What follows belongs to an exercise in optimizing a design on an open flow for small area and a short achievable clock period; a production flow would make more cautious choices. RTL that was checked went through simulation tests only; none was proved equivalent to the original. No functional check of the RTL was part of runs 1 and 2. No activity file was given, so power comes from the tool's default toggle rates.

### flow/flow/run.sh
#!/bin/bash
set -euo pipefail
bash standard.sh place > standard_place.log 2>&1
bash standard.sh SETUP_SLACK_MARGIN=12.8 TNS_END_PERCENT=10 finish > standard_finish.log 2>&1
### flow/standard.sh
#!/bin/bash
# synth_recipe.tcl (not shown) runs the flow's synth.tcl, then flattens the netlist and writes it again
# the make line also repeats each setting of config.mk as NAME=value (left out here)
make -C /OpenROAD-flow-scripts/flow DESIGN_CONFIG=/design/flow/config.mk WORK_HOME=/design/flow/orfs CLKGATE_MAP_FILE= SYNTH_SCRIPT=/design/flow/synth_recipe.tcl "${@:-finish}"
### flow/config.mk
export PLATFORM = sky130hd
export DESIGN_NAME = multiCycleDatapath
export DESIGN_NICKNAME = multiCycleDatapath
export VERILOG_FILES = /design/flow/design.v
export SDC_FILE = /design/flow/constraint.sdc
export NUM_CORES = 8
export LEC_CHECK = 0
export CAP_MARGIN = 20
export CORE_MARGIN = 2
export CORE_UTILIZATION = 60
export CTS_BUF_LIST = sky130_fd_sc_hd__clkbuf_16
export CTS_CLUSTER_DIAMETER = 60
export CTS_CLUSTER_SIZE = 30
export SLEW_MARGIN = 20
export SYNTH_MEMORY_MAX_BITS = 8192
### flow/constraint.sdc
create_clock -name core_clock -period 17.5 [get_ports {clk}]
set_input_delay 3.5000 -clock core_clock [delete_from_list [all_inputs] [get_ports {clk}]]
set_output_delay 3.5000 -clock core_clock [all_outputs]
set_load 0.01 [all_outputs]
### flow/design.v
module ksCarry #(parameter W = 32)(
	input [W-1:0] a, b,
	input cin,
	output cout
);
localparam L = $clog2(W + 1);
wire [W:0] g [0:L];
wire [W:0] p [0:L];
assign g[0] = {a & b, cin};
assign p[0] = {a | b, 1'b0};
genvar l, i;
generate
	for (l = 0; l < L; l = l + 1) begin: lv
		for (i = 0; i <= W; i = i + 1) begin: bt
			if (i >= (1 << l)) begin: m
				assign g[l+1][i] = g[l][i] | (p[l][i] & g[l][i - (1 << l)]);
				assign p[l+1][i] = p[l][i] & p[l][i - (1 << l)];
			end else begin: k
				assign g[l+1][i] = g[l][i];
				assign p[l+1][i] = p[l][i];
			end
		end
	end
endgenerate
assign cout = g[L][W];
endmodule
module ramOneHot #(parameter W = 32, parameter D = 64)(
	input clk,
	input [D-1:0] we,
	input [W-1:0] din,
	input [D-1:0] rsel,
	output [W-1:0] dout
);
wire [W-1:0] acc [0:D];
assign acc[0] = {W{1'b0}};
genvar i;
generate
	for (i = 0; i < D; i = i + 1) begin: word
		reg [W-1:0] m;
		always @(posedge clk) if (we[i]) m <= din;
		assign acc[i+1] = acc[i] | (m & {W{rsel[i]}});
	end
endgenerate
assign dout = acc[D];
endmodule
module ramOneHot2 #(parameter W = 32, parameter D = 32)(
	input clk,
	input [D-1:0] we,
	input [W-1:0] din,
	input [D-1:0] rsel1, rsel2,
	output [W-1:0] dout1, dout2
);
wire [W-1:0] acc1 [0:D];
wire [W-1:0] acc2 [0:D];
assign acc1[0] = {W{1'b0}};
assign acc2[0] = {W{1'b0}};
genvar i;
generate
	for (i = 0; i < D; i = i + 1) begin: word
		reg [W-1:0] m;
		always @(posedge clk) if (we[i]) m <= din;
		assign acc1[i+1] = acc1[i] | (m & {W{rsel1[i]}});
		assign acc2[i+1] = acc2[i] | (m & {W{rsel2[i]}});
	end
endgenerate
assign dout1 = acc1[D];
assign dout2 = acc2[D];
endmodule
module multiCycleDatapath #(parameter N = 32)(
	input [N-1:0] program_data, addr, init_PC,
	input pmode,
	input clk, reset,
	input SysCallAddr,
	output [1:0] flags,
	output wb_en,
	output [4:0] wb_addr,
	output [N-1:0] wb_data
);
function [3:0] encode;
	input [5:0] op;
	input [5:0] fn;
	begin
		if (op == 6'b000000) begin
			case (fn)
				6'b100000: encode = 4'b1000;
				6'b100010: encode = 4'b1001;
				6'b101010: encode = 4'b1010;
				6'b100100: encode = 4'b1011;
				6'b100110: encode = 4'b1101;
				6'b100111: encode = 4'b1110;
				6'b001000, 6'b001100: encode = 4'b1111;
				default: encode = 4'b1100;
			endcase
		end else begin
			case (op)
				6'b000001, 6'b000010, 6'b000011, 6'b000100, 6'b000101,
				6'b001111: encode = 4'b1111;
				6'b100011: encode = 4'b0111;
				6'b101011: encode = 4'b0001;
				6'b001000: encode = 4'b0000;
				6'b001010: encode = 4'b0010;
				6'b001100: encode = 4'b0011;
				6'b001101: encode = 4'b0110;
				6'b001110: encode = 4'b0101;
				default: encode = 4'b0100;
			endcase
		end
	end
endfunction
function [1:0] f0;
	input [N-1:0] p;
	begin
		f0[1] = (&p[31:2]) & ~p[1] & ~p[0];
		f0[0] = ~p[31] & (&p[30:2]);
	end
endfunction
function zsum;
	input [N-1:0] a, b;
	input cin;
	begin
		zsum = &(~(a ^ b ^ {a[N-2:0] | b[N-2:0], cin}));
	end
endfunction
function [7:0] dec3;
	input [2:0] a;
	begin
		dec3 = 8'd1 << a;
	end
endfunction
wire rst = reset & ~pmode;
reg S0, S1, S2, S3, S4, S5, S6, S7, S8;
reg [N-1:0] PC;
reg [29:0]  IR;             
reg [N-1:0] Xr, Yr;         
reg [7:0]   aLo, aHi;       
reg [31:1]  rsSel, rtSel;   
reg [7:0]   pcLo, pcHi;     
reg [1:0]   flags_r;
reg         wb_en_r;
reg [4:0]   wb_addr_r;
reg [N-1:0] wb_data_r;
reg         rfw_en;
reg [4:0]   rfw_addr;
reg [N-1:0] rfw_data;
assign flags   = flags_r;
assign wb_en   = wb_en_r;
assign wb_addr = wb_addr_r;
assign wb_data = wb_data_r;
wire [3:0]  cls = IR[29:26];
wire [4:0]  rs  = IR[25:21];
wire [4:0]  rt  = IR[20:16];
wire [4:0]  rd  = IR[15:11];
wire [15:0] imm = IR[15:0];
wire useY  = cls[3];
wire [2:0] k = cls[2:0];
wire isBR  = (cls == 4'b1111);
wire isMem = ~cls[3] & k[0] & (k[1] == k[2]);    
wire isSW  = (cls == 4'b0001);
wire sub   = (k == 3'b010) | (useY & (k == 3'b001)) | isBR;
wire [7:0] pmLo = dec3(addr[2:0]);
wire [7:0] pmHi = dec3(addr[5:3]) & {8{pmode}};
wire [29:0] pdin = {encode(program_data[31:26], program_data[5:0]), program_data[25:0]};
wire [63:0] ime;
genvar gi;
generate
	for (gi = 0; gi < 64; gi = gi + 1) begin: imwe
		assign ime[gi] = pmHi[gi / 8] & pmLo[gi % 8];
	end
endgenerate
wire [63:0] fa_dec;
generate
	for (gi = 0; gi < 64; gi = gi + 1) begin: fasel
		assign fa_dec[gi] = pcHi[gi / 8] & pcLo[gi % 8];
	end
endgenerate
wire [29:0] fetch;
ramOneHot #(30, 64) IMEM(.clk(clk), .we(ime), .din(pdin),
	.rsel(fa_dec), .dout(fetch));
wire [31:0] wa_dec = 32'd1 << rfw_addr;
wire [N-1:0] X, Y;
ramOneHot2 #(N, 31) RF(.clk(clk), .we(wa_dec[31:1] & {31{rfw_en}}), .din(rfw_data),
	.rsel1(rsSel), .rsel2(rtSel), .dout1(X), .dout2(Y));
wire [63:0] dsel;
generate
	for (gi = 0; gi < 64; gi = gi + 1) begin: dmsel
		assign dsel[gi] = aHi[gi / 8] & aLo[gi % 8];
	end
endgenerate
wire [N-1:0] dout;
ramOneHot #(N, 64) DMEM(.clk(clk), .we(dsel & {64{S6}}), .din(Yr),
	.rsel(dsel), .dout(dout));
wire [N-1:0] PCp4 = {PC[31:2] + 30'd1, PC[1:0]};
wire [N-1:0] bimm = {{14{fetch[15]}}, fetch[15:0], 2'b00};
wire zS1 = zsum(PCp4, bimm, 1'b0);
wire c18a;
ksCarry #(16) C18A(.a(PCp4[17:2]), .b(fetch[15:0]), .cin(1'b0), .cout(c18a));
wire c31a = fetch[15] ? (c18a | (|PCp4[30:18])) : (c18a & (&PCp4[30:18]));
wire oS1 = (PCp4[31] == fetch[15]) & (c31a ^ PCp4[31]);
wire [N-1:0] BF  = useY ? Y : {{16{imm[15]}}, imm};
wire [N-1:0] BFx = BF ^ {N{sub}};
wire c31e;
ksCarry #(31) C31E(.a(X[30:0]), .b(BFx[30:0]), .cin(sub), .cout(c31e));
wire zE = zsum(X, BFx, sub);
wire oE = (X[31] == BFx[31]) & (c31e ^ X[31]);
wire [N-1:0] B   = useY ? Yr : {{16{imm[15]}}, imm};
wire [N-1:0] Bx  = B ^ {N{sub}};
wire [N:0]   sR  = {Xr, 1'b1} + {Bx, sub};
wire [N-1:0] sum = sR[N:1];
wire oR  = (Xr[31] == Bx[31]) & (sum[31] ^ Xr[31]);
wire slt = sum[31] & ~oR;
reg [N-1:0] res;
always @(*) begin
	case (k)
		3'b000, 3'b001: res = sum;
		3'b010: res = {{N-1{1'b0}}, slt};
		3'b011: res = Xr & B;
		3'b100: res = {B[15:0], 16'b0};
		3'b101: res = Xr ^ B;
		default: res = useY ? ~(Xr | B) : (Xr | B);
	endcase
end
wire [4:0]  nrs = S0 ? fetch[25:21] : rs;
wire [4:0]  nrt = S0 ? fetch[20:16] : rt;
wire [31:0] nrs_dec = 32'd1 << nrs;
wire [31:0] nrt_dec = 32'd1 << nrt;
always @(posedge clk) begin
	if (rst) begin
		{S0, S1, S2, S3, S4, S5, S6, S7, S8} <= 9'b100000000;
	end else begin
		S0 <= S4 | S5 | S6 | S8;
		S1 <= S0;
		S2 <= S1 & isMem;
		S5 <= S1 & isBR;
		S7 <= S1 & ~isMem & ~isBR;
		S3 <= S2 & ~isSW;
		S6 <= S2 & isSW;
		S4 <= S3;
		S8 <= S7;
	end
	if (rst) PC <= init_PC;
	else if (S0) PC <= PCp4;
	if (rst) begin
		pcLo <= dec3(init_PC[4:2]);
		pcHi <= dec3(init_PC[7:5]);
	end else if (S0) begin
		pcLo <= {pcLo[6:0], pcLo[7]};
		if (pcLo[7]) pcHi <= {pcHi[6:0], pcHi[7]};
	end
	if (S0) IR <= fetch;
	rsSel <= nrs_dec[31:1];
	rtSel <= nrt_dec[31:1];
	Xr <= X;
	Yr <= Y;
	aLo <= dec3(sum[2:0]);
	aHi <= dec3(sum[5:3]);
	if (rst) flags_r <= f0(init_PC);
	else if (S0) flags_r <= {zS1, oS1};
	else if (S1) flags_r <= {zE, oE};
	else flags_r <= f0(PC);
	wb_en_r <= ~rst & (S3 | S7);
	wb_addr_r <= useY ? rd : rt;
	wb_data_r <= S3 ? dout : res;
	rfw_en   <= wb_en_r;
	rfw_addr <= wb_addr_r;
	rfw_data <= wb_data_r;
end
endmodule
==> results.txt, run 1 <==
The total global routing overflow is 0. The initial antenna violation count came out at 80. The count of cells in the finished layout, fillers not included, comes to roughly 17000.

The clock latency on the worst-skew pair came out at 1.06 ns. The port buffer count is around 110. Of the total power, the share spent switching nets is 0.293. At the pin with the least slew margin, the transition time is 1.27 ns. The remaining design rule violation count came out at 0. The most common cell after layout, fill and taps aside is sky130_fd_sc_hd__edfxtp_1. The longest individual stage delay on the worst path is 0.53 ns. The startpoint kind of the worst setup timing path is a flip-flop. Leaving out fill and tap cells, the most frequent cells in the layout are sky130_fd_sc_hd__edfxtp_1 (5038), sky130_fd_sc_hd__a22oi_1 (1551), sky130_fd_sc_hd__a22o_1 (654). The critical path launch point is wb_data_r[12]$_DFF_P_. The combinational share of power is 0.127. The number of cells on the worst reg-to-reg path is 12. The H-tree was split into 5 levels. The synthesized flop and latch total came out at 5267. The overall via count from detail_route is 140881. The number of endpoints with negative hold slack in the final report is 0. Walking the worst path, the cells encountered are buf_6. The number of hold buffers added after CTS came out at 0. The global-route usage over all layers is 0.510. The number of placed instances, taps included, is 16185. The total area of sequential cells came out at 0.156 mm^2. Measured on the finished design, the core utilization comes to 0.677. The count of nets left with antenna violations after detail routing is 0.

The final cycle utilization of the critical path is 0.298. For the worst setup path, the data arrival time is about 1.7 ns. The sequential cell area fraction in the yosys report came out at 0.777. The cell depth of the worst hold path is 0. The clock skew after layout came out at 0.0812 ns. The element type at the critical path end is a primary output.

For this run, the top clock speed supported by timing is 0.192 GHz. The leakage power summed over all cells came out at 72.7 nW. The growth of design area from synthesis to finish is 12.4%. The die height is 582 um. The final wirelength is 881000 um. The wire length of the first global-routing pass is between 1000000 and 1500000 um. The number of fill cells in the layout is 22147. The number of global-route vias before repair came to 126433. The fraction of registers with async set/reset came out at 0. A synthesized cell averages about 17 um^2. The cell internal power dissipation came out at slightly below 0.02 W. The area of the multi-input gates is 0.0427 mm^2. The clock sink total came out at 5267. The violation count after the first detailed-route iteration came out at 32533. The net load switching power is 0.00806 W.

In the final routed layout, each cell accounts on average for 51.6 um. The count of different cell masters after synthesis came out at 80. In this run the standard cell core region covers about 0.33 mm^2.

The flow ran to the end and the layout has no timing, DRC or antenna violations. For the final routed database, the setup TNS stands at 0 ns. The maximum number of pins on one net before global-route repair came out at 70. Measured along the x axis, the die boundary spans 582 um.

The power per cell area came out at 122 mW/mm^2. TritonCTS built the clock tree. The first-pass iteration count of the detailed router is 10. The number of flops mapped to enable cells by yosys came out at 5038. The largest vdd supply drop came out at approximately 120 uV. The path class of the lowest-slack min-delay path is reg -> reg. The post-layout minimum cycle time came out at 5.21 ns. The master of the slowest instance on the critical path is sky130_fd_sc_hd__dfxtp_4. Across all hold checks on the routed design, the worst slack comes to ~0.4 ns. The area of the mapped netlist came out at 0.201 mm^2. The total of endpoints with negative setup slack in the final report came out at 0. The largest driver fanout on the critical path came out at 4.

On the critical path the largest part of the delay comes from flip-flops. The number of cells on the critical path came out at 1. The post-synthesis cell count came out at ~12000.

The worst setup path is of the reg -> out kind. The final layout net count is 12609. The starting density of the core came out at 0.602. The post-layout total power came out at around 0.028 W. The number of buffers inserted during clock tree synthesis is 353. The total I/O pin count is 140.

The part of the power in the clock network is 0.343. For this run, the leading register cell type out of synthesis is sky130_fd_sc_hd__edfxtp_1. The total die area is 0.339 mm^2.

Setup repair after global routing could not meet its margin everywhere. The count of synthesis-stage warnings from yosys came out at 6. The number of vias per cell is 8.25. The cell sitting at the root of the clock tree is a sky130_fd_sc_hd__clkbuf_16. Data on the critical path is required at its endpoint by approximately 14 ns.

The worst register-to-register path begins at pcHi[3]$_DFFE_PP_. Together, buffers and inverters on the worst path number 1. The clock edge transition at the registers on the reported setup and hold paths came out at 0.09 ns. The worst-case headroom to the max-slew limit is 0.151. The fraction of final layout cells with drive strength greater than 1 is 0.152. The half-perimeter wire length of the detailed placement result came out at 477000 um. At the end of routability-driven placement, the weighted congestion stood at approximately 0.95.

The count of maximum capacitance violations came out at 0. The proportion of power drawn by flip-flops and latches is 0.530. The maximum buffer depth of the clock tree came out at 4. The floorplan has 212 rows. The max-slew violation count is 0. The number of nets handed over by synthesis was 12224. The startpoint of the worst hold path is wb_data_r[25]$_DFF_P_.
## worst paths after layout
kind | end | slack (ns)
hold reg to reg | rfw_data[25]$_DFF_P_ | 0.40
setup reg to reg | rtSel[2]$_SDFF_PP0_ | 12.45
hold / removal | rfw_data[25]$_DFF_P_ | 0.40
setup / recovery | wb_data[12] | 12.29
## flip-flops by register name, summed over array words and instances (netlist names), 2 cells and up
name and count:
aLo 8, RF.word.m 992, rtSel 31, rfw_addr 5, wb_data_r 32, wb_addr_r 5
PC 32, IMEM.word.m 1920, pcLo 8, aHi 8, pcHi 8, flags_r 2
IR 30, rfw_data 32, Xr 32, rsSel 31, DMEM.word.m 2048, Yr 32
## cell families after synthesis
group,share of synthesized area
compound gates,0.134
xor+xnor,0.00946
fa+ha+maj,0.0127
buf+inv,0.0185
flops,0.777
mux,0.000836
simple gates,0.0470
## cells in the mapped netlist (19+ instances only)
cell type / instances / share of area
sky130_fd_sc_hd__nand4_1: 305 / 0.0095
sky130_fd_sc_hd__xor2_1: 112 / 0.0049
sky130_fd_sc_hd__edfxtp_1: 5038 / 0.75
sky130_fd_sc_hd__inv_1: 224 / 0.0042
sky130_fd_sc_hd__a21oi_1: 206 / 0.0051
sky130_fd_sc_hd__nor2_1: 436 / 0.0082
sky130_fd_sc_hd__a21o_1: 36 / 0.0013
sky130_fd_sc_hd__ha_1: 204 / 0.013
sky130_fd_sc_hd__o22ai_1: 31 / 0.00097
sky130_fd_sc_hd__o21ai_0: 48 / 0.0012
sky130_fd_sc_hd__nand3_1: 367 / 0.0092
sky130_fd_sc_hd__nand2_1: 232 / 0.0043
sky130_fd_sc_hd__nor4_1: 42 / 0.0013
sky130_fd_sc_hd__nor3_1: 87 / 0.0022
sky130_fd_sc_hd__or4_1: 50 / 0.0019
sky130_fd_sc_hd__buf_1: 151 / 0.0028
sky130_fd_sc_hd__dfxtp_1: 229 / 0.023
sky130_fd_sc_hd__buf_2: 22 / 0.00055
sky130_fd_sc_hd__and2_1: 110 / 0.0034
sky130_fd_sc_hd__and3_1: 76 / 0.0024
sky130_fd_sc_hd__a222oi_1: 132 / 0.0066
sky130_fd_sc_hd__a22o_1: 654 / 0.029
sky130_fd_sc_hd__clkbuf_1: 562 / 0.011
sky130_fd_sc_hd__and2_0: 19 / 0.00059
sky130_fd_sc_hd__a22oi_1: 1551 / 0.058
sky130_fd_sc_hd__a221oi_1: 619 / 0.027
sky130_fd_sc_hd__nor2b_1: 31 / 0.00097
sky130_fd_sc_hd__xnor2_1: 102 / 0.0045
## through the flow
stage | setup slack [ns] | area [um^2]
2_1_floorplan | 6.76 | 201000
3_3_place_gp | 10.61 | 209000
3_5_place_dp | 10.59 | 209000
4_1_cts | 12.26 | 224000
5_1_grt | 12.34 | 225000
6_report | 12.29 | 225000
## timing repair
| item | 4_1_cts | 5_1_grt |
|---|---|---|
| pin swaps | 44 | 8 |
| gates cloned | 2 | 5 |
| buffers inserted | 117 | 26 |
| gates resized for setup | 520 | 118 |
| setup endpoints to repair | 2263 | 2088 |
## power by group through the flow
stage	combinational [W]	clock [W]	sequential (W)
finish	0.00349	0.00942	0.0146
global route	0.00350	0.00975	0.0146
CTS	0.00324	0.00934	0.0146
detailed placement	0.00310	0	0.0149
global placement	0.00308	0	0.0149
floorplan	0.00153	0	0.0147
## area by class of cell
type                       count  share of cell area
clock buffer                 358              0.0397
antenna                       78            0.000866
inverter                     229             0.00390
timing repair buffer         770              0.0310
tap                         4387              0.0243
clock inverter               303              0.0179
sequential                  5267               0.693
multi-input combinational   5684               0.189
## per-layer routing
layer  vias to the layer above  global-route usage  wire length [um]
met3                      4020               0.228            176000
met1                     69806               0.674            280000
met4                        54               0.308             72900
met2                     16580               0.695            352000
li1                      50421                   -                 -
met5                         -             0.00751               630
==> run 2: changes to the inputs <==
--- a/flow/config.mk
+++ b/flow/config.mk
@@ -7,7 +7,7 @@
 export LEC_CHECK = 0
 export CAP_MARGIN = 20
 export CORE_MARGIN = 2
-export CORE_UTILIZATION = 60
+export CORE_UTILIZATION = 70
 export CTS_BUF_LIST = sky130_fd_sc_hd__clkbuf_16
 export CTS_CLUSTER_DIAMETER = 60
 export CTS_CLUSTER_SIZE = 30
==> results.txt, run 2 <==
The remaining design rule violation count came out at 0 (unchanged). The synthesized flop and latch total is 5267 (unchanged). The worst-margin pin slew came out at 1.30 ns (+0.0272 ns). The flip-flop count of the largest register after layout was 2048 (unchanged). The average size of a mapped cell is 16.8 um^2 (unchanged). The worst setup path is launched from a primary input. The global-route usage over all layers came to 0.567 (+0.0567). The post-route setup TNS is 0 ns (unchanged). The H-tree depth came out at 5 (unchanged). The biggest area contributor in the post-synthesis netlist is sky130_fd_sc_hd__edfxtp_1. The net load switching power came to 0.00739 W (-8.4%). Ranked by flip-flop count, first place goes to DMEM.word.m. The post-synthesis cell count is 11920 (unchanged). The clock sink total came out at 5267 (unchanged).

The clock edge transition at the registers on the reported setup and hold paths is 0.09 ns (about the same). The data arrival at the endpoint of the critical path came out at 5.78 ns (+4.07 ns). The worst-case headroom to the max-slew limit is 0.127 (-0.0236).

The non-filler instance count after layout is 16295 (-4.6%). The die width came out at 539 um (-7.4%). The final wirelength is 837000 um (-4.9%). The number of nets produced by synthesis came to 12224 (unchanged).

The proportion of netlist area held by the largest area contributor came out at 0.754 (unchanged). The clock skew after layout came out at 0.0898 ns (+0.00861 ns). The end point of the critical path is IMEM.word[30].m[16]$_DFFE_PP_.

The count of different cell masters after synthesis is 80 (unchanged). The largest registers in the layout are DMEM.word.m: 2048 flops, IMEM.word.m: 1920 flops, RF.word.m: 992 flops. The max-slew violation count came to 0 (unchanged).

The commonest cells after synthesis are sky130_fd_sc_hd__edfxtp_1 (5038), sky130_fd_sc_hd__a22oi_1 (1551), sky130_fd_sc_hd__a22o_1 (654). The count of nets left with antenna violations after detail routing came out at 0 (unchanged). The total global routing overflow is 0 (unchanged). The initial antenna violation count was 85 (+6.3%). The type of the worst setup path is in -> reg. The weighted congestion at the end of routability-driven global placement came out at 0.988 (+3.7%). The count of maximum capacitance violations came out at 0 (unchanged). The clock latency on the worst-skew pair came out at 1.01 ns (-0.05 ns). The kind of cell with the highest combined delay along the critical path is buffers and inverters.

The combinational share of power came out at 0.132 (+0.005). The total I/O pin count is 140 (unchanged). The part of the power in the clock network came out at 0.310 (-0.033). The routed length per instance is 51.4 um (-0.39%). The total of endpoints with negative setup slack in the final report is 0 (unchanged).

The number of endpoints with negative hold slack in the final report is 0 (unchanged). The tree is rooted in a sky130_fd_sc_hd__clkbuf_16. The leakage power summed over all cells was 71.1 nW (-2.1%).

The switching power share of the total came to 0.283 (-0.0101). The worst setup path is captured at a flip-flop. The number of buffers inserted during clock tree synthesis is 287 (-19%). The post-layout minimum cycle time came out at 5.24 ns (+0.0315 ns). The die height came to 539 um (-7.4%). The number of placement rows is 196 (-7.5%). The maximum number of pins on one net before global-route repair was 82 (+17%).

The half-perimeter wire length of the detailed placement result came to 453000 um (-4.9%). The maximum buffer depth of the clock tree is 4 (unchanged). The cell internal power dissipation came out at 0.0187 W (-3.7%). The required time of the critical path is 18.04 ns (+4.04 ns). The number of flops mapped to enable cells by yosys came out at 5038 (unchanged). The register-to-register path setup slack came to 12.39 ns (-0.06 ns). The final layout net count is 12528 (-0.64%). The total die area came to 0.291 mm^2 (-14%). The maximum operating frequency is 0.191 GHz (-0.60%). The total area of sequential cells came out at 0.156 mm^2 (about the same).

The library cell used most frequently in the layout, excluding fill and tap cells, is sky130_fd_sc_hd__edfxtp_1. The largest driver fanout on the critical path was 30 (+26). The capturing point of the worst reg2reg path is flags_r[1]$_DFF_P_.

The sum of buffers and inverters on the critical path is 2 (+1). The fraction of registers with async set/reset is 0 (unchanged). From synthesis to final layout, the design area changed by 10.4%.

The overall via count from detail_route is 143117 (+1.6%). The core area is 0.285 mm^2 (-14%). Among all stages on the critical path, the largest delay is contributed by sky130_fd_sc_hd__buf_4.

The number of cells on the critical path came out at 5 (+4). Tracing the worst setup path back leads to its startpoint at addr[3]. Setup repair after global routing could not meet its margin everywhere. By area the synthesized netlist is led by sky130_fd_sc_hd__edfxtp_1 (75%), sky130_fd_sc_hd__a22oi_1 (5.8%), sky130_fd_sc_hd__a22o_1 (2.9%). The origin of the critical flop-to-flop path is rtSel[6]$_SDFF_PP0_. The proportion of power drawn by flip-flops and latches is 0.558 (+0.028). The starting density of the core was 0.703 (+0.101).

The number of vias per cell was 8.78 (+6.5%). The port buffer count came out at 112 (unchanged). The area of the multi-input gates was 0.0424 mm^2 (-0.63%). The run finished with no timing, DRC or antenna violations.

Walking the worst path, the cells encountered are clkdlybuf4s50_1 -> nor2b_2 -> nand3_4 -> nor2_4 -> buf_4. The sequential cell area fraction in the yosys report is 0.777 (unchanged). In the synthesized netlist the dominant register cell turns out to be sky130_fd_sc_hd__edfxtp_1. The largest vdd supply drop came out at 142 uV (+19%). The placed instance count came out at 15542 (-4.0%).

The wire length of the first global-routing pass is 1100000 um (-3.9%). The area of the mapped netlist came out at 0.201 mm^2 (unchanged). The longest individual stage delay on the worst path came to 0.84 ns (+0.31 ns). The final cycle utilization of the critical path is 0.299 (+0.00180).

In the layout the commonest cells are sky130_fd_sc_hd__edfxtp_1 (5038), sky130_fd_sc_hd__a22oi_1 (1551), sky130_fd_sc_hd__a22o_1 (654). The depth of the worst register-to-register path came out at 16 (+4). The fraction of final layout cells with drive strength greater than 1 came out at 0.137 (-0.0147). TritonCTS built the clock tree.

The leading cell type by number of instances after synthesis is sky130_fd_sc_hd__edfxtp_1. The count of synthesis-stage warnings from yosys came out at 6 (unchanged). The first-pass iteration count of the detailed router came out at 12 (+2).

The path class of the lowest-slack min-delay path is reg -> reg. The power per cell area is 118 mW/mm^2 (-3.4%). The number of fill cells in the layout was 15357 (-31%).

The violation count after the first detailed-route iteration came out at 35757 (+9.9%). The number of global-route vias before repair came out at 130254 (+3.0%).
==> run 2: worst register-to-register path: cells and delay by family, from the launching register on <==
family,cells,cell delay [ns]
AO/OA/AOI/OAI,4,1.03
XOR/XNOR,2,0.53
adder cells (fa/ha/maj),1,0.29
buffers and inverters,3,0.53
flip-flops,1,0.49
AND/OR/NAND/NOR,6,2.11
==> run 2: layout make-up <==
cell class	count	area share
sequential	5267	0.705
multi-input combinational	5683	0.192
clock buffer	296	0.0334
timing repair buffer	756	0.0306
tap	3762	0.0213
clock inverter	218	0.0128
inverter	229	0.00396
antenna	84	0.000949
==> run 2: kinds of logic after synthesis <==
family                   share of synthesized area
AO/OA/AOI/OAI                                0.134
multiplexers                              0.000836
AND/OR/NAND/NOR                             0.0470
flip-flops                                   0.777
adder cells (fa/ha/maj)                     0.0127
buffers and inverters                       0.0185
XOR/XNOR                                   0.00946
==> run 2: stage by stage <==
step / hold WS (ns) / util / power, W / area [um^2] / setup slack, ns
floorplan: 0.382 / - / 0.0162 / 201000 / 6.76
global placement: 0.403 / 0.731 / 0.0178 / 208000 / 10.49
detailed placement: 0.407 / 0.731 / 0.0179 / 208000 / 10.42
CTS: 0.402 / 0.774 / 0.0256 / 221000 / 12.36
global route: 0.410 / 0.776 / 0.0263 / 221000 / 12.34
finish: 0.411 / 0.776 / 0.0261 / 221000 / 12.26
==> run 2: routing by layer <==
layer / global-route usage / vias to the layer above / share of wire
li1: - / 50078 / -
met1: 0.686 / 67537 / 0.28
met2: 0.753 / 19602 / 0.39
met3: 0.315 / 5812 / 0.22
met4: 0.433 / 88 / 0.11
met5: 0.0212 / - / 0.0017
==> run 2: timing repair <==
item | 4_1_cts | 5_1_grt
endpoints found under the setup margin | 2193 | 2099
setup buffers | 132 | 19
resized for setup | 486 | 55
hold buffers | 0 | 0
cloned | 0 | 2
pin swaps | 53 | 5
==> run 2: power groups by stage <==
stage / Clock, W / Sequential, W / Combinational, W
final: 0.00809 / 0.0146 / 0.00343
after floorplan: 0 / 0.0147 / 0.00153
after global routing: 0.00834 / 0.0146 / 0.00339
after global placement: 0 / 0.0149 / 0.00295
after CTS: 0.00795 / 0.0145 / 0.00314
after detailed placement: 0 / 0.0149 / 0.00299
==> run 2: worst min-delay path by stage <==
| stage | startpoint | endpoint | slack [ns] | cells past startpoint |
|---|---|---|---|---|
| 3_3_place_gp | wb_data_r[17]$_DFF_P_ | rfw_data[17]$_DFF_P_ | 0.40 | 0 |
| 2_1_floorplan | wb_addr_r[0]$_DFF_P_ | rfw_addr[0]$_DFF_P_ | 0.38 | 0 |
| 6_report | wb_data_r[17]$_DFF_P_ | rfw_data[17]$_DFF_P_ | 0.41 | 0 |
| 5_1_grt | wb_data_r[15]$_DFF_P_ | rfw_data[15]$_DFF_P_ | 0.41 | 0 |
| 3_5_place_dp | wb_data_r[15]$_DFF_P_ | rfw_data[15]$_DFF_P_ | 0.41 | 0 |
| 4_1_cts | wb_data_r[15]$_DFF_P_ | rfw_data[15]$_DFF_P_ | 0.40 | 0 |
==> run 3: changes to the inputs <==
--- a/flow/design.v
+++ b/flow/design.v
@@ -157,9 +157,13 @@
 wire isMem = ~cls[3] & k[0] & (k[1] == k[2]);    
 wire isSW  = (cls == 4'b0001);
 wire sub   = (k == 3'b010) | (useY & (k == 3'b001)) | isBR;
-wire [7:0] pmLo = dec3(addr[2:0]);
-wire [7:0] pmHi = dec3(addr[5:3]) & {8{pmode}};
-wire [29:0] pdin = {encode(program_data[31:26], program_data[5:0]), program_data[25:0]};
+reg [7:0]  pmLo, pmHi;
+reg [29:0] pdin;
+always @(posedge clk) begin
+	pmLo <= dec3(addr[2:0]);
+	pmHi <= dec3(addr[5:3]) & {8{pmode}};
+	pdin <= {encode(program_data[31:26], program_data[5:0]), program_data[25:0]};
+end
 wire [63:0] ime;
 genvar gi;
 generate
==> results.txt, run 3 <==
The overall via count from detail_route came out at 140561 (-1.8%). The top cell types in the final layout, fill and taps aside, are sky130_fd_sc_hd__edfxtp_1 (5038), sky130_fd_sc_hd__a22oi_1 (1544), sky130_fd_sc_hd__a22o_1 (678). The largest register by flop count is DMEM.word.m. The flip-flop count of the largest register after layout came out at 2048 (unchanged). The die width is 541 um (+0.27%).

The count of maximum capacitance violations was 0 (unchanged). The count of nets left with antenna violations after detail routing is 0 (unchanged). The starting density of the core was 0.702 (-0.00154).

Tracing the worst setup path back leads to its startpoint at program_data[3]. The net load switching power came out at 0.00734 W (-0.70%). The part of the power in the clock network is 0.307 (-0.003).

The number of nets produced by synthesis is 12231 (+0.057%). The growth of design area from synthesis to finish came out at 9.38%. The largest vdd supply drop is 139 uV (-1.8%). The port buffer count came out at 112 (unchanged). The violation count after the first detailed-route iteration is 33539 (-6.2%). The number of vias per cell came out at 8.67 (-1.3%). The total of endpoints with negative setup slack in the final report is 0 (unchanged). The first-pass iteration count of the detailed router is 17 (+5). The clock edge transition at the registers on the reported setup and hold paths is 0.10 ns (about the same). The number of endpoints with negative hold slack in the final report came to 0 (unchanged). The flow ran to the end and the layout has no timing, DRC or antenna violations. The maximum operating frequency came out at 0.189 GHz (-0.79%).

The final worst slack came out at 12.22 ns (-0.0418 ns). The combinational share of power was 0.129 (-0.003). Yosys instantiated no cell more often than sky130_fd_sc_hd__edfxtp_1. The number of flops mapped to enable cells by yosys came to 5038 (unchanged). The post-route setup TNS is 0 ns (unchanged).

In the final layout, the registers with the most flip-flops are DMEM.word.m: 2048 flops, IMEM.word.m: 1920 flops, RF.word.m: 992 flops. The path class of the lowest-slack min-delay path is reg -> reg. The element type at the critical path end is a flip-flop. The data arrival at the endpoint of the critical path came to 6.04 ns (+0.26 ns). The final cycle utilization of the critical path is 0.302 (+0.00239).

The worst-margin pin slew came out at 1.33 ns (+0.0289 ns). The most common cell after layout, fill and taps aside is sky130_fd_sc_hd__edfxtp_1. The power per cell area came out at 118 mW/mm^2 (about the same). After synthesis, the most frequently instantiated cells are sky130_fd_sc_hd__edfxtp_1 (5038), sky130_fd_sc_hd__a22oi_1 (1545), sky130_fd_sc_hd__a22o_1 (678). The H-tree depth came out at 5 (unchanged). The final layout net count came out at 12445 (-0.66%).

The max-slew violation count came out at 0 (unchanged). The fraction of registers with async set/reset came out at 0 (unchanged). In the synthesized netlist the dominant register cell turns out to be sky130_fd_sc_hd__edfxtp_1. The most used routing layer in global routing is met2. The sequential cell area fraction in the yosys report came out at 0.777 (about the same).

The half-perimeter wire length of the detailed placement result came out at 436000 um (-3.9%). Of all cell types, the one taking the most synthesized area is sky130_fd_sc_hd__edfxtp_1. The proportion of netlist area held by the largest area contributor was 0.750 (-0.00411).

The startpoint kind of the worst setup timing path is a primary input. The global-route usage over all layers is 0.556 (-0.0106). The switching power share of the total came out at 0.282 (-0.00109). The core area came out at 0.287 mm^2 (+0.77%). The die height was 541 um (+0.27%). The remaining design rule violation count was 0 (unchanged).

The worst register-to-register path ends at wb_data_r[16]$_DFF_P_. The met2 track utilization from global routing is 0.743 (-0.00936). The met3 routing resource usage after global routing is 0.280 (-0.0347). The maximum buffer depth of the clock tree came out at 4 (unchanged). Setup repair after global routing could not meet its margin everywhere.

The global routing met1 resource utilization came to 0.687 (+0.000842). The required time of the critical path came to 18.26 ns (+0.22 ns). The average size of a mapped cell came out at 16.9 um^2 (+0.49%). The post-layout minimum cycle time was 5.28 ns (+0.0418 ns).

The total global routing overflow came out at 0 (unchanged). The number of fill cells in the layout was 16159 (+5.2%). The clock skew after layout is 0.0806 ns (-0.00920 ns). The pre-CTS setup slack came to 11.46 ns (+1.04 ns). The proportion of power drawn by flip-flops and latches is 0.563 (+0.005).

The maximum number of pins on one net before global-route repair is 122 (+49%). The fraction of final layout cells with drive strength greater than 1 is 0.130 (-0.00698). The clock sink total came out at 5313 (+0.87%). The area of the mapped netlist is 0.202 mm^2 (+0.55%). The worst-case headroom to the max-slew limit is 0.115 (-0.0126).

The number of buffers inserted during clock tree synthesis came out at 284 (-1.0%). The total die area came out at 0.292 mm^2 (+0.54%). The number of global-route vias before repair is 128753 (-1.2%). The count of different cell masters after synthesis came out at 83 (+3.8%).

The TritonCTS clock tree is built. The total I/O pin count came out at 140 (unchanged). The clock latency on the worst-skew pair is 1.02 ns (about the same). In this run the critical register-to-register path is launched from aLo[7]$_SDFF_PN0_. The largest driver fanout on the critical path was 5 (-83%). The depth of the worst register-to-register path came out at 10 (-6). The leakage power summed over all cells is 70.9 nW (-0.31%).

The tree is rooted in a sky130_fd_sc_hd__clkbuf_16. The number of placement rows came out at 197 (+0.51%). The wire length of the first global-routing pass came out at 1080000 um (-1.6%).

The post-synthesis cell count is 11927 (+0.059%). The cell internal power dissipation was 0.0187 W (-0.17%). The register-to-register path setup slack came out at 12.73 ns (+0.34 ns). The final wirelength is 827000 um (-1.2%). The weighted congestion at the end of routability-driven global placement is 0.975 (-1.3%). The count of synthesis-stage warnings from yosys came to 6 (unchanged). By startpoint and endpoint, the worst setup path is classified as in -> reg. In this run the worst setup path terminates at pdin[27]$_DFF_P_.

The initial antenna violation count was 63 (-26%). The synthesized flop and latch total came out at 5313 (+0.87%). In the post-synthesis netlist, the biggest area contributors are sky130_fd_sc_hd__edfxtp_1 (75%), sky130_fd_sc_hd__a22oi_1 (5.8%), sky130_fd_sc_hd__a22o_1 (2.9%). The routed length per instance came out at 51.0 um (-0.69%).
==> run 3: worst max-delay path, cell delays in order <==
cell                              delay (ns)
sky130_fd_sc_hd__clkdlybuf4s50_1        0.82
sky130_fd_sc_hd__nand2b_1               0.20
sky130_fd_sc_hd__nor3_1                 0.17
sky130_fd_sc_hd__a41oi_1                0.08
sky130_fd_sc_hd__nor2_1                 0.15
sky130_fd_sc_hd__nor2_1                 0.10
sky130_fd_sc_hd__a211oi_2               1.01
==> run 3: cell families after synthesis <==
kind of cell / after synthesis / share of synthesized area
flops: 5313 / 0.777
compound gates: 3405 / 0.134
simple gates: 1801 / 0.0470
buf+inv: 967 / 0.0187
xor+xnor: 221 / 0.00960
fa+ha+maj: 204 / 0.0127
mux: 16 / 0.000918
==> run 3: worst min path at each step <==
stage / start / cells after the start / slack (ns) / to
2_1_floorplan: wb_addr_r[0]$_DFF_P_ / 0 / 0.38 / rfw_addr[0]$_DFF_P_
3_3_place_gp: wb_data_r[20]$_DFF_P_ / 0 / 0.34 / rfw_data[20]$_DFF_P_
3_5_place_dp: wb_data_r[20]$_DFF_P_ / 0 / 0.36 / rfw_data[20]$_DFF_P_
4_1_cts: wb_data_r[20]$_DFF_P_ / 0 / 0.37 / rfw_data[20]$_DFF_P_
5_1_grt: wb_data_r[20]$_DFF_P_ / 0 / 0.38 / rfw_data[20]$_DFF_P_
6_report: wb_data_r[20]$_DFF_P_ / 0 / 0.37 / rfw_data[20]$_DFF_P_
==> run 3: through the flow <==
stage	total power (W)	area [um^2]	utilization	hold WS (ns)	instances
detailed placement	0.0179	209000	0.727	0.356	15537
floorplan	0.0163	202000	-	0.382	11927
finish	0.0260	221000	0.768	0.369	16209
global route	0.0263	220000	0.767	0.384	16161
CTS	0.0255	219000	0.763	0.374	16091
global placement	0.0179	209000	0.727	0.341	15536
==> run 3: area by class of cell <==
type                            instances  area (um^2)  area share
Sequential cell                      5313       157000       0.712
Multi-Input combinational cell       5651        42200       0.191
Clock buffer                          298         7460      0.0338
Timing Repair Buffer                  663         5530      0.0251
Tap cell                             3781         4730      0.0214
Clock inverter                        218         2540      0.0115
Inverter                              227          866     0.00393
Antenna cell                           57          143    0.000647
Timing Repair inverter                  1         5.00   0.0000227
==> run 3: per-layer routing <==
layer | wire (um) | vias to the layer above
li1 | - | 49829
met1 | 236000 | 67242
met2 | 324000 | 18009
met3 | 176000 | 5399
met4 | 91100 | 82
met5 | 992 | -
==> run 3: what timing repair did <==
| action | CTS | global route |
|---|---|---|
| endpoints found under the setup margin | 93 | 86 |
| gates cloned | 1 | 6 |
| resized for setup | 210 | 144 |
| hold buffers | 0 | 0 |
| pin swaps | 4 | 17 |
| buffers inserted | 37 | 51 |
| hold endpoints to repair | 0 | 0 |
==> run 3: power by group through the flow <==
| stage | logic [W] | clock network (W) | registers [W] |
|---|---|---|---|
| after floorplan | 0.00155 | 0 | 0.0148 |
| after CTS | 0.00306 | 0.00785 | 0.0146 |
| after global placement | 0.00294 | 0 | 0.0149 |
| final | 0.00337 | 0.00799 | 0.0147 |
| after detailed placement | 0.00298 | 0 | 0.0150 |
| after global routing | 0.00333 | 0.00827 | 0.0147 |
==> run 4: changes to the inputs <==
==> flow/flow/run.sh (replaced) <==
#!/bin/bash
set -euo pipefail
bash standard.sh place > standard_place.log 2>&1
bash standard.sh SETUP_SLACK_MARGIN=13 finish > standard_finish.log 2>&1
--- a/flow/config.mk
+++ b/flow/config.mk
@@ -7,7 +7,7 @@
 export LEC_CHECK = 0
 export CAP_MARGIN = 20
 export CORE_MARGIN = 2
-export CORE_UTILIZATION = 70
+export CORE_UTILIZATION = 60
 export CTS_BUF_LIST = sky130_fd_sc_hd__clkbuf_16
 export CTS_CLUSTER_DIAMETER = 60
 export CTS_CLUSTER_SIZE = 30
==> results.txt, run 4 <==
The post-layout total power came to 0.0275 W (+5.6%). The worst hold path belongs to the class reg -> reg. Leaving out fill and tap cells, the most frequent cells in the layout are sky130_fd_sc_hd__edfxtp_1 (5038), sky130_fd_sc_hd__a22oi_1 (1544), sky130_fd_sc_hd__a22o_1 (678). The flow ran to the end and the layout has no timing, DRC or antenna violations. The register-to-register path setup slack came to 12.89 ns (+0.16 ns). The post-synthesis cell count is 11927 (unchanged). The worst register-to-register path ends at flags_r[0]$_DFF_P_. The clock skew after layout is 0.0774 ns (-0.00313 ns). The total die area is 0.341 mm^2 (+17%). Among all flip-flop cells after synthesis, the most frequent one is sky130_fd_sc_hd__edfxtp_1. The net load switching power came to 0.00791 W (+7.8%). More flip-flops sit in one register than any other, and that register is DMEM.word.m. The sequential cell area fraction in the yosys report is 0.777 (unchanged). The post-route setup TNS is 0 ns (unchanged). The half-perimeter wire length of the detailed placement result is 468000 um (+7.4%). The tree is rooted in a sky130_fd_sc_hd__clkbuf_16. The xor-xnor portion of the synthesized cell area came out at 0.00960 (unchanged). Yosys attributes the largest share of cell area to sky130_fd_sc_hd__edfxtp_1 (75%), sky130_fd_sc_hd__a22oi_1 (5.8%), sky130_fd_sc_hd__a22o_1 (2.9%).

The count of synthesis-stage warnings from yosys came out at 6 (unchanged). The overall via count from detail_route came to 139439 (-0.80%). The post-synthesis compound-gate area fraction was 0.134 (unchanged). The count of nets left with antenna violations after detail routing came out at 0 (unchanged). Summed over all instances, the cell type with the most area after synthesis is sky130_fd_sc_hd__edfxtp_1. The power per cell area is 122 mW/mm^2 (+3.2%).

The flip-flop count of the largest register after layout came out at 2048 (unchanged). The worst setup path is captured at a primary output. Setup repair after global routing could not meet its margin everywhere. The worst-margin pin slew came to 1.31 ns (-0.0180 ns). The die height came out at 584 um (+8.0%). The H-tree depth was 5 (unchanged). The leading cell type by number of instances after synthesis is sky130_fd_sc_hd__edfxtp_1.

The part of the power in the clock network came to 0.342 (+0.035). The cell internal power dissipation came to 0.0196 W (+4.8%). The area share of and/or/nand/nor cells after synthesis is 0.0470 (unchanged).

On the critical path the largest part of the delay comes from flip-flops. The number of cells on the critical path came out at 1 (-6). The count of maximum capacitance violations is 0 (unchanged). The maximum buffer depth of the clock tree is 4 (unchanged). The leakage power summed over all cells came out at 73.0 nW (+3.0%). The clock latency on the worst-skew pair was 1.04 ns (+0.02 ns). The synthesized flop and latch total was 5313 (unchanged).

After synthesis, the largest family of logic cells by area is compound AO/OA/AOI/OAI gates. The die width came out at 584 um (+8.0%). The total I/O pin count came out at 140 (unchanged). The longest individual stage delay on the worst path is 0.50 ns (-0.51 ns). The proportion of power drawn by flip-flops and latches is 0.534 (-0.029).

The number of endpoints with negative hold slack in the final report was 0 (unchanged). The fraction of registers with async set/reset is 0 (unchanged). The core area came out at 0.334 mm^2 (+16%).

The first-pass iteration count of the detailed router is 9 (-8). Following the worst setup path forward leads to its endpoint at wb_data[9]. The required time of the critical path is 14.00 ns (-4.26 ns).

The startpoint identified for the worst hold timing path is wb_addr_r[4]$_DFF_P_. The max-slew violation count came to 0 (unchanged). The largest registers in the layout are DMEM.word.m: 2048 flops, IMEM.word.m: 1920 flops, RF.word.m: 992 flops.

The clock edge transition at the registers on the reported setup and hold paths came out at 0.08 ns (-0.02 ns). The clock sink total came out at 5313 (unchanged). The setup path with the least slack is of type reg -> out.

The worst-case headroom to the max-slew limit came out at 0.122 (+0.00724). The remaining design rule violation count came out at 0 (unchanged). The total of endpoints with negative setup slack in the final report is 0 (unchanged). The post-layout minimum cycle time is 5.14 ns (-0.139 ns). By count the netlist is led by sky130_fd_sc_hd__edfxtp_1 (5038), sky130_fd_sc_hd__a22oi_1 (1545), sky130_fd_sc_hd__a22o_1 (678). The data arrival at the endpoint of the critical path is 1.64 ns (-4.40 ns). The average size of a mapped cell came out at 16.9 um^2 (unchanged). The routed length per instance came out at 51.4 um (+0.80%).

The number of hold buffers added after CTS came out at 0 (unchanged). The mux share of post-synthesis cell area was 0.000918 (unchanged). The switching power share of the total is 0.288 (+0.00576).

The fraction of final layout cells with drive strength greater than 1 came out at 0.152 (+0.0220). The adder and majority gate portion of the synthesized area is 0.0127 (unchanged). The proportion of netlist area held by the largest area contributor is 0.750 (unchanged). The largest individual stage delay along the critical path comes from the cell sky130_fd_sc_hd__dfxtp_4. The number of placement rows came out at 212 (+7.6%).

The wire length of the first global-routing pass came out at 1140000 um (+5.2%). The number of global-route vias before repair is 126822 (-1.5%). The number of nets produced by synthesis came out at 12231 (unchanged).

Leaving out fill and tap cells, the most frequent cell in the layout is sky130_fd_sc_hd__edfxtp_1. The most critical setup path has its startpoint at wb_data_r[9]$_DFF_P_. Relative to the synthesized area, the layout overhead comes to 12.0%. The largest vdd supply drop came out at 108 uV (-22%). The initial antenna violation count was 57 (-9.5%). The global-route usage over all layers is 0.506 (-0.0501). The total global routing overflow came out at 0 (unchanged). The violation count after the first detailed-route iteration is 31085 (-7.3%). The port buffer count came out at 112 (unchanged).

The maximum number of pins on one net before global-route repair came out at 66 (-46%). The signal on the critical path passes through buf_6. STA classifies the critical path startpoint as a flip-flop. The starting density of the core came to 0.604 (-0.0978).

The number of buffers inserted during clock tree synthesis is 344 (+21%). In this run the critical register-to-register path is launched from pcLo[6]$_DFFE_PP_. The count of different cell masters after synthesis is 83 (unchanged). The maximum operating frequency came to 0.195 GHz (+2.7%). The weighted congestion at the end of routability-driven global placement is 0.950 (-2.6%). The sum of buffers and inverters on the critical path was 1 (unchanged).

The largest driver fanout on the critical path came out at 2 (-3). The combinational share of power was 0.124 (-0.005). The area of the mapped netlist came out at 0.202 mm^2 (unchanged).

The final cycle utilization of the critical path is 0.294 (-0.00795). The final layout net count was 12585 (+1.1%). The number of vias per cell came to 8.19 (-5.6%). The number of flops mapped to enable cells by yosys is 5038 (unchanged). The TritonCTS clock tree is built. The final wirelength came to 876000 um (+5.9%). The depth of the worst register-to-register path came out at 20 (+10).
## run 4: changes by cell type in the layout (fill, tap and decap cells not counted), sizes merged, moves of 3 or more
cell | previous run | this run
bufinv | 8 | 17
clkbuf | 303 | 359
clkinv | 100 | 111
diode | 57 | 60
inv | 321 | 380
clkdlybuf4s50 | 71 | 65
clkdlybuf4s15 | 14 | 1
clkinvlp | 17 | 9
buf | 567 | 666
## run 4: logic make-up (layout without fill, tap and decap cells)
family,Yosys count,count (layout)
mux,16,16
simple gates,1801,1804
xor+xnor,221,221
flops,5313,5313
compound gates,3405,3405
buf+inv,967,1616
other cells,0,60
fa+ha+maj,204,204
## run 4: through the flow
stage	hold slack (ns)	worst slack, ns	cells	instance area [um^2]	utilization
floorplan	0.382	12.29	11927	202000	-
detailed placement	0.343	11.20	16160	210000	0.628
global route	0.380	12.39	16984	226000	0.676
finish	0.373	12.36	17026	226000	0.676
CTS	0.373	12.34	16893	224000	0.672
global placement	0.345	11.24	16160	210000	0.628
## run 4: area by class of cell
type	count	area (um^2)
diodes	60	150
fillers	22184	108000
well taps	4387	5490
repair buffers	745	6770
clock inverters	290	3960
flip-flops and latches	5313	157000
multi-input cells	5650	42500
clock buffers	354	8860
inverters	227	865
## run 4: worst min path at each step
stage                               end  slack [ns]  depth (start not counted)
floorplan           rfw_addr[0]$_DFF_P_        0.38                          0
global placement    rfw_addr[3]$_DFF_P_        0.34                          0
detailed placement  rfw_addr[3]$_DFF_P_        0.34                          0
global route        rfw_addr[3]$_DFF_P_        0.38                          0
finish              rfw_addr[4]$_DFF_P_        0.37                          0
CTS                 rfw_addr[3]$_DFF_P_        0.37                          0
## run 4: repair_timing
action,CTS,global route
endpoints found under the setup margin,208,60
buffers inserted,84,68
resized for setup,479,136
pin swaps,29,53
endpoints found under the hold margin,0,0
gates cloned,5,5
## run 4: layer usage
metal	GRT usage	wire length, um	share of wire
met1	0.651	273000	0.31
met2	0.704	359000	0.41
met3	0.193	160000	0.18
met4	0.370	83200	0.095
met5	0	349	0.00040
## run 4: power groups by stage
stage	registers (W)	logic, W	clock network, W
2_1_floorplan	0.0148	0.00155	0
3_3_place_gp	0.0149	0.00302	0
3_5_place_dp	0.0150	0.00304	0
4_1_cts	0.0146	0.00317	0.00931
5_1_grt	0.0147	0.00341	0.00974
6_report	0.0147	0.00341	0.00940
==> run 5: changes to the inputs <==
--- a/flow/design.v
+++ b/flow/design.v
@@ -139,9 +139,8 @@
 reg         wb_en_r;
 reg [4:0]   wb_addr_r;
 reg [N-1:0] wb_data_r;
-reg         rfw_en;
-reg [4:0]   rfw_addr;
-reg [N-1:0] rfw_data;
+reg         rfw_en;         
+reg [N-1:0] rfw_data;       
 assign flags   = flags_r;
 assign wb_en   = wb_en_r;
 assign wb_addr = wb_addr_r;
@@ -180,7 +179,7 @@
 wire [29:0] fetch;
 ramOneHot #(30, 64) IMEM(.clk(clk), .we(ime), .din(pdin),
 	.rsel(fa_dec), .dout(fetch));
-wire [31:0] wa_dec = 32'd1 << rfw_addr;
+wire [31:0] wa_dec = 32'd1 << (useY ? rd : rt);    
 wire [N-1:0] X, Y;
 ramOneHot2 #(N, 31) RF(.clk(clk), .we(wa_dec[31:1] & {31{rfw_en}}), .din(rfw_data),
 	.rsel1(rsSel), .rsel2(rtSel), .dout1(X), .dout2(Y));
@@ -264,8 +263,7 @@
 	wb_en_r <= ~rst & (S3 | S7);
 	wb_addr_r <= useY ? rd : rt;
 	wb_data_r <= S3 ? dout : res;
-	rfw_en   <= wb_en_r;
-	rfw_addr <= wb_addr_r;
-	rfw_data <= wb_data_r;
+	rfw_en <= S4 | S8;
+	if (S3 | S7) rfw_data <= S3 ? dout : res;
 end
 endmodule
==> flow/flow/run.sh (replaced) <==
#!/bin/bash
set -euo pipefail
bash standard.sh place > standard_place.log 2>&1
bash standard.sh SETUP_SLACK_MARGIN=12.7 finish > standard_finish.log 2>&1
==> results.txt, run 5 <==
The flow ran to the end and the layout has no timing, DRC or antenna violations. The depth of the worst register-to-register path is 15 (-25%). The port buffer count came out at 112 (unchanged). The number of flops mapped to enable cells by yosys came to 5070 (+0.64%). The number of fill cells in the layout came to 22647 (+2.1%). The fraction of final layout cells with drive strength greater than 1 is 0.136 (-0.0167). The worst-case headroom to the max-slew limit came to 0.130 (+0.00797). The cell internal power dissipation came out at 0.0191 W (-2.3%). The maximum operating frequency came out at 0.197 GHz (+1.3%).

The sum of buffers and inverters on the critical path came out at 1 (unchanged). The average size of a mapped cell came out at 16.9 um^2 (+0.20%). The tightest min-delay check is of the reg -> reg type. The count of synthesis-stage warnings from yosys was 6 (unchanged). The final layout net count came to 12440 (-1.2%). The routed length per instance is 51.9 um (+0.91%). In the layout the commonest cells are sky130_fd_sc_hd__edfxtp_1 (5070), sky130_fd_sc_hd__a22oi_1 (1575), sky130_fd_sc_hd__a22o_1 (638). The largest registers in the layout are DMEM.word.m: 2048 flops, IMEM.word.m: 1920 flops, RF.word.m: 992 flops. The post-synthesis cell count came to 11917 (-0.084%). The number of placement rows is 213 (+0.47%). The net load switching power is 0.00766 W (-3.1%). Grouping stages by cell kind, the critical path spends the most delay in flip-flops. The half-perimeter wire length of the detailed placement result is 464000 um (-0.99%). The clock sink total is 5308 (-0.094%). The largest driver fanout on the critical path came out at 1 (-1). The number of cells on the critical path came out at 1 (unchanged).

TritonCTS built the clock tree. The max-slew violation count came out at 0 (unchanged). The final wirelength came out at 877000 um (+0.14%). The total die area came to 0.341 mm^2 (+0.11%). Among all flip-flop cells after synthesis, the most frequent one is sky130_fd_sc_hd__edfxtp_1. The master of the slowest instance on the critical path is sky130_fd_sc_hd__dfxtp_4. The global-route usage over all layers came out at 0.506 (-0.000619). The die width is 584 um (about the same). The core area is 0.336 mm^2 (+0.55%).

The count of different cell masters after synthesis came out at 90 (+8.4%). The part of the power in the clock network is 0.342 (about the same). The clock skew after layout came out at 0.0756 ns (-0.00184 ns). Walking the worst path, the cells encountered are buf_6. The origin of the critical flop-to-flop path is pcLo[6]$_DFFE_PP_. The library cell used most frequently in the layout, excluding fill and tap cells, is sky130_fd_sc_hd__edfxtp_1.

The worst hold slack came out at 0.435 ns (+0.0620 ns). The maximum buffer depth of the clock tree came out at 4 (unchanged). The starting density of the core came to 0.601 (-0.00264). CTS placed an instance of sky130_fd_sc_hd__clkbuf_16 at the clock tree root.

The most critical setup path has its endpoint at flags[1]. The largest vdd supply drop came to 102 uV (-5.2%). The die height came to 584 um (about the same). DMEM.word.m holds more flip-flops than any other register. The total of endpoints with negative setup slack in the final report is 0 (unchanged). The total I/O pin count is 140 (unchanged). The combinational share of power came out at 0.124 (about the same).

In this run the critical register-to-register path is captured at flags_r[0]$_DFF_P_. The number of nets produced by synthesis was 12221 (-0.082%). The area of the mapped netlist is 0.202 mm^2 (+0.11%).

The number of global-route vias before repair came out at 126704 (-0.093%). The first-pass iteration count of the detailed router came out at 10 (+1). The number of endpoints with negative hold slack in the final report came out at 0 (unchanged). The clock latency on the worst-skew pair came to 1.04 ns (about the same). The remaining design rule violation count is 0 (unchanged). The data arrival at the endpoint of the critical path is 1.57 ns (-0.07 ns). The leakage power summed over all cells is 71.8 nW (-1.6%).

The longest individual stage delay on the worst path came out at 0.43 ns (-0.07 ns). The count of maximum capacitance violations came out at 0 (unchanged). The sequential cell area fraction in the yosys report is 0.778 (about the same). Of all cell types, the one taking the most synthesized area is sky130_fd_sc_hd__edfxtp_1.

The final cycle utilization of the critical path is 0.290 (-0.00379). The synthesized flop and latch total came out at 5308 (-0.094%). The power per cell area came out at 120 mW/mm^2 (-1.6%). The switching power share of the total is 0.286 (-0.00168).

The overall via count from detail_route is 139306 (-0.095%). The initial antenna violation count is 61 (+7.0%). The H-tree depth came to 5 (unchanged).

The required time of the critical path came to 14.00 ns (about the same). The total global routing overflow came out at 0 (unchanged). The wire length of the first global-routing pass came out at 1140000 um (about the same). The violation count after the first detailed-route iteration came out at 31691 (+1.9%). The weighted congestion at the end of routability-driven global placement came out at 0.954 (+0.44%). The most critical setup path has its startpoint at flags_r[1]$_DFF_P_. The flip-flop count of the largest register after layout came out at 2048 (unchanged).

The proportion of netlist area held by the largest area contributor came out at 0.754 (+0.00392). By count the netlist is led by sky130_fd_sc_hd__edfxtp_1 (5070), sky130_fd_sc_hd__a22oi_1 (1575), sky130_fd_sc_hd__a22o_1 (638). The count of nets left with antenna violations after detail routing came out at 0 (unchanged). The number of buffers inserted during clock tree synthesis is 334 (-2.9%). The clock edge transition at the registers on the reported setup and hold paths came to 0.08 ns (about the same).

The area growth from synthesis to layout is 10.8%. STA classifies the critical path endpoint as a primary output. The worst setup path is launched from a flip-flop.

The post-layout minimum cycle time came out at 5.07 ns (-0.0664 ns). The register-to-register path setup slack was 12.46 ns (-0.43 ns). The worst-margin pin slew came out at 1.30 ns (-0.00962 ns). The post-route setup TNS was 0 ns (unchanged). The proportion of power drawn by flip-flops and latches is 0.534 (about the same). In the post-synthesis netlist, the cell with the most instances is sky130_fd_sc_hd__edfxtp_1. By area the synthesized netlist is led by sky130_fd_sc_hd__edfxtp_1 (75%), sky130_fd_sc_hd__a22oi_1 (5.9%), sky130_fd_sc_hd__a22o_1 (2.8%). The number of vias per cell came to 8.25 (+0.68%). Setup repair after global routing could not meet its margin everywhere. The fraction of registers with async set/reset came out at 0 (unchanged). The setup path with the least slack is of type reg -> out. The maximum number of pins on one net before global-route repair is 66 (unchanged).
## run 5: layout make-up
class	instances	area (um^2)	area share
clock buffers	341	8530	0.0381
multi-input cells	5645	42300	0.189
repair buffers	608	5160	0.0231
well taps	4407	5510	0.0246
clock inverters	284	3820	0.0171
flip-flops and latches	5308	157000	0.703
diodes	63	158	0.000705
inverters	239	915	0.00409
## run 5: power groups by stage
stage	Sequential (W)	Combinational [W]	Clock (W)
4_1_cts	0.0143	0.00307	0.00905
5_1_grt	0.0143	0.00329	0.00949
2_1_floorplan	0.0145	0.00144	0
3_5_place_dp	0.0146	0.00301	0
3_3_place_gp	0.0146	0.00298	0
6_report	0.0143	0.00331	0.00916
## run 5: worst min path at each step
stage / startpoint / to / slack [ns] / cells after the start
global placement: S5$_SDFF_PP0_ / S0$_SDFF_PP1_ / 0.41 / 1
finish: S5$_SDFF_PP0_ / S0$_SDFF_PP1_ / 0.44 / 1
detailed placement: S5$_SDFF_PP0_ / S0$_SDFF_PP1_ / 0.41 / 1
CTS: S5$_SDFF_PP0_ / S0$_SDFF_PP1_ / 0.44 / 1
global route: S5$_SDFF_PP0_ / S0$_SDFF_PP1_ / 0.45 / 1
floorplan: S5$_SDFF_PP0_ / S0$_SDFF_PP1_ / 0.40 / 1
## run 5: logic make-up (layout without fill, tap and decap cells)
| group | count (synthesis) | after routing | share of synthesized area |
|---|---|---|---|
| buffers and inverters | 966 | 1472 | 0.0184 |
| xor gates and xnor gates | 211 | 211 | 0.00915 |
| adders and majority gates | 204 | 204 | 0.0126 |
| muxes | 25 | 25 | 0.00132 |
| and+or+nand+nor | 1788 | 1790 | 0.0473 |
| AOI/OAI and AO/OA | 3415 | 3415 | 0.134 |
| DFF | 5308 | 5308 | 0.778 |
| other | 0 | 63 | 0 |
## run 5: what timing repair did
action | CTS | global route
gates cloned | 4 | 1
resized for setup | 320 | 30
hold endpoints to repair | 0 | 0
buffers inserted | 30 | 4
hold buffers | 0 | 0
pin swaps | 12 | 2
endpoints found under the setup margin | 152 | 90
## run 5: routing by layer
layer / global-route usage / vias to the layer above / share of wire
met5: 0 / - / 0.00038
met4: 0.349 / 42 / 0.090
met3: 0.196 / 3962 / 0.18
met2: 0.705 / 15829 / 0.41
met1: 0.656 / 69402 / 0.32
li1: - / 50071 / -
## run 5: stage by stage
stage	util	area, um^2	worst slack, ns	total power, W	cells
global placement	0.626	210000	10.91	0.0176	16163
finish	0.666	224000	12.43	0.0268	16895
global route	0.666	224000	12.42	0.0271	16842
detailed placement	0.626	210000	11.17	0.0176	16163
floorplan	-	202000	12.27	0.0159	11917
CTS	0.665	223000	12.41	0.0264	16822
==> run 6: changes to the inputs <==
==> flow/flow/run.sh (replaced) <==
#!/bin/bash
set -euo pipefail
bash standard.sh place > standard_place.log 2>&1
bash standard.sh SETUP_SLACK_MARGIN=13.3 finish > standard_finish.log 2>&1
==> results.txt, run 6 <==
The number of buffers inserted during clock tree synthesis came to 334 (unchanged). The number of flops mapped to enable cells by yosys is 5070 (unchanged). The final wirelength came to 893000 um (+1.8%). The global-route usage over all layers is 0.512 (+0.00661). The count of nets left with antenna violations after detail routing came out at 0 (unchanged).

The clock sink total is 5308 (unchanged). In the post-synthesis netlist, the biggest area contributors are sky130_fd_sc_hd__edfxtp_1 (75%), sky130_fd_sc_hd__a22oi_1 (5.9%), sky130_fd_sc_hd__a22o_1 (2.8%). The final core area utilization came out at 0.677 (+0.0108). The leading cell type by number of instances after synthesis is sky130_fd_sc_hd__edfxtp_1. The count of different cell masters after synthesis was 90 (unchanged). The number of placement rows came out at 213 (unchanged).

The cell internal power dissipation came out at 0.0192 W (+0.65%). The final layout net count came out at 12615 (+1.4%). The weighted congestion at the end of routability-driven global placement came to 0.954 (unchanged). The average size of a mapped cell is 16.9 um^2 (unchanged). The total of endpoints with negative setup slack in the final report is 0 (unchanged).

The clock latency on the worst-skew pair is 1.04 ns (about the same). Walking the worst path, the cells encountered are buf_6. The wire length of the first global-routing pass is 1150000 um (+1.1%). The biggest area contributor in the post-synthesis netlist is sky130_fd_sc_hd__edfxtp_1. The post-route setup TNS came out at 0 ns (unchanged).

The total global routing overflow came out at 0 (unchanged). The starting density of the core came out at 0.601 (unchanged). The count of maximum capacitance violations came to 0 (unchanged). STA classifies the critical path startpoint as a flip-flop. The number of global-route vias before repair is 127632 (+0.73%). The largest vdd supply drop is 102 uV (-0.37%). The largest registers in the layout are DMEM.word.m: 2048 flops, IMEM.word.m: 1920 flops, RF.word.m: 992 flops. Leaving out fill and tap cells, the most frequent cell in the layout is sky130_fd_sc_hd__edfxtp_1. The fraction of registers with async set/reset came out at 0 (unchanged). The net load switching power came out at 0.00775 W (+1.2%). The half-perimeter wire length of the detailed placement result is 464000 um (unchanged). The clock edge transition at the registers on the reported setup and hold paths came out at 0.09 ns (about the same). The required time of the critical path came out at 14.00 ns (about the same). The part of the power in the clock network is 0.339 (-0.003). The core area came out at 0.336 mm^2 (unchanged). The growth of design area from synthesis to finish came out at 12.6%. The TritonCTS clock tree is built. Setup repair after global routing could not meet its margin everywhere. The power per cell area came out at 119 mW/mm^2 (-0.81%). The port buffer count came to 112 (unchanged). The critical path in this run is classified as reg -> out. The total I/O pin count came out at 140 (unchanged).

The placed instance count is 16163 (unchanged). The worst-case headroom to the max-slew limit came to 0.132 (+0.00232). The total die area is 0.341 mm^2 (unchanged). The routed length per instance came out at 52.3 um (+0.73%). The data arrival at the endpoint of the critical path is 1.58 ns (about the same). The overall via count from detail_route came out at 140946 (+1.2%). The area of the mapped netlist came out at 0.202 mm^2 (unchanged). The combinational share of power came out at 0.131 (+0.007). The non-filler instance count after layout is 17075 (+1.1%).

In the layout the commonest cells are sky130_fd_sc_hd__edfxtp_1 (5070), sky130_fd_sc_hd__a22oi_1 (1575), sky130_fd_sc_hd__a22o_1 (638). The violation count after the first detailed-route iteration was 31970 (+0.88%). The proportion of netlist area held by the largest area contributor came out at 0.754 (unchanged). STA classifies the critical path endpoint as a primary output. The die width came out at 584 um (unchanged). The synthesized flop and latch total came out at 5308 (unchanged).

The number of vias per cell was 8.25 (+0.11%). The number of nets produced by synthesis is 12221 (unchanged). The maximum buffer depth of the clock tree is 4 (unchanged). The largest register by flop count is DMEM.word.m. The first-pass iteration count of the detailed router is 11 (+1). The post-layout minimum cycle time is 5.08 ns (+0.00420 ns). The path class of the lowest-slack min-delay path is reg -> reg. The die height was 584 um (unchanged).

The final cycle utilization of the critical path came out at 0.290 (about the same). The maximum number of pins on one net before global-route repair is 66 (unchanged). The largest driver fanout on the critical path is 1 (unchanged). The H-tree depth came out at 5 (unchanged). The maximum operating frequency is 0.197 GHz (about the same). The flip-flop count of the largest register after layout is 2048 (unchanged). The initial antenna violation count is 60 (-1.6%). The sum of buffers and inverters on the critical path came out at 1 (unchanged).

The sequential cell area fraction in the yosys report is 0.778 (unchanged). Counting instances in the post-synthesis netlist gives the leading cell types as sky130_fd_sc_hd__edfxtp_1 (5070), sky130_fd_sc_hd__a22oi_1 (1575), sky130_fd_sc_hd__a22o_1 (638). The count of synthesis-stage warnings from yosys is 6 (unchanged). Among cell families on the critical path, the largest total delay comes from flip-flops. The post-synthesis cell count is 11917 (unchanged).

The longest individual stage delay on the worst path is 0.46 ns (+0.03 ns). The remaining design rule violation count came out at 0 (unchanged). The number of endpoints with negative hold slack in the final report came out at 0 (unchanged). The worst-margin pin slew is 1.30 ns (+0.00132 ns).

The clock skew after layout came out at 0.0723 ns (-0.00326 ns). The fraction of final layout cells with drive strength greater than 1 was 0.164 (+0.0285). The max-slew violation count is 0 (unchanged). The most used flip-flop cell after synthesis is sky130_fd_sc_hd__edfxtp_1. The switching power share of the total came to 0.287 (+0.00110). The leakage power summed over all cells came out at 73.5 nW (+2.3%). CTS placed an instance of sky130_fd_sc_hd__clkbuf_16 at the clock tree root. The proportion of power drawn by flip-flops and latches was 0.530 (-0.004). The flow ran to the end and the layout has no timing, DRC or antenna violations.

The largest individual stage delay along the critical path comes from the cell sky130_fd_sc_hd__dfxtp_4.
-- run 6: cell counts after synthesis --
Identical to the previous run, type by type.
-- run 6: metrics by stage --
| stage | power, W | cell area (um^2) | setup WS [ns] | hold WS [ns] |
|---|---|---|---|---|
| 2_1_floorplan | 0.0159 | 202000 | 12.27 | 0.395 |
| 3_3_place_gp | 0.0176 | 210000 | 10.91 | 0.413 |
| 3_5_place_dp | 0.0176 | 210000 | 11.17 | 0.408 |
| 4_1_cts | 0.0265 | 225000 | 12.41 | 0.439 |
| 5_1_grt | 0.0273 | 227000 | 12.43 | 0.453 |
| 6_report | 0.0270 | 227000 | 12.42 | 0.436 |
-- run 6: repair_timing --
| item | 4_1_cts | 5_1_grt |
|---|---|---|
| buffers inserted | 108 | 89 |
| hold buffers | 0 | 0 |
| hold endpoints to repair | 0 | 0 |
| cloned | 12 | 6 |
| gates resized for setup | 646 | 253 |
| pin swaps | 73 | 88 |
| setup endpoints to repair | 640 | 235 |
-- run 6: worst paths after layout --
kind	slack (ns)	depth (start not counted)	from	endpoint
worst min-delay path	0.44	1	S5$_SDFF_PP0_	S0$_SDFF_PP1_
worst min register to register	0.44	1	S5$_SDFF_PP0_	S0$_SDFF_PP1_
worst max register to register	12.90	15	rsSel[24]$_SDFF_PN0_	flags_r[0]$_DFF_P_
worst max-delay path	12.42	1	wb_data_r[9]$_DFF_P_	wb_data[9]
-- run 6: kinds of logic after synthesis --
group,share of synthesized area
AND/OR/NAND/NOR,0.0473
multiplexers,0.00132
buffers and inverters,0.0184
XOR/XNOR,0.00915
AO/OA/AOI/OAI,0.134
adder cells (fa/ha/maj),0.0126
flip-flops,0.778
-- run 6: cell type report --
| type | instances | area [um^2] |
|---|---|---|
| diodes | 68 | 170 |
| clock buffers | 341 | 8530 |
| clock inverters | 284 | 3820 |
| fillers | 22348 | 108000 |
| inverters | 239 | 930 |
| multi-input cells | 5648 | 43500 |
| flip-flops and latches | 5308 | 157000 |
| well taps | 4407 | 5510 |
| repair buffers | 780 | 7530 |
-- run 6: layer usage --
metal  part of all wire  track usage  wire [um]
met1               0.31        0.660     278000
met2               0.41        0.708     364000
met3               0.19        0.208     169000
met4              0.092        0.360      82000
met5            0.00053      0.00112        476
-- run 6: power by group through the flow --
stage	clock network, W	logic [W]	registers (W)
floorplan	0	0.00144	0.0145
global placement	0	0.00298	0.0146
detailed placement	0	0.00301	0.0146
CTS	0.00905	0.00318	0.0143
global route	0.00949	0.00351	0.0143
finish	0.00915	0.00354	0.0143
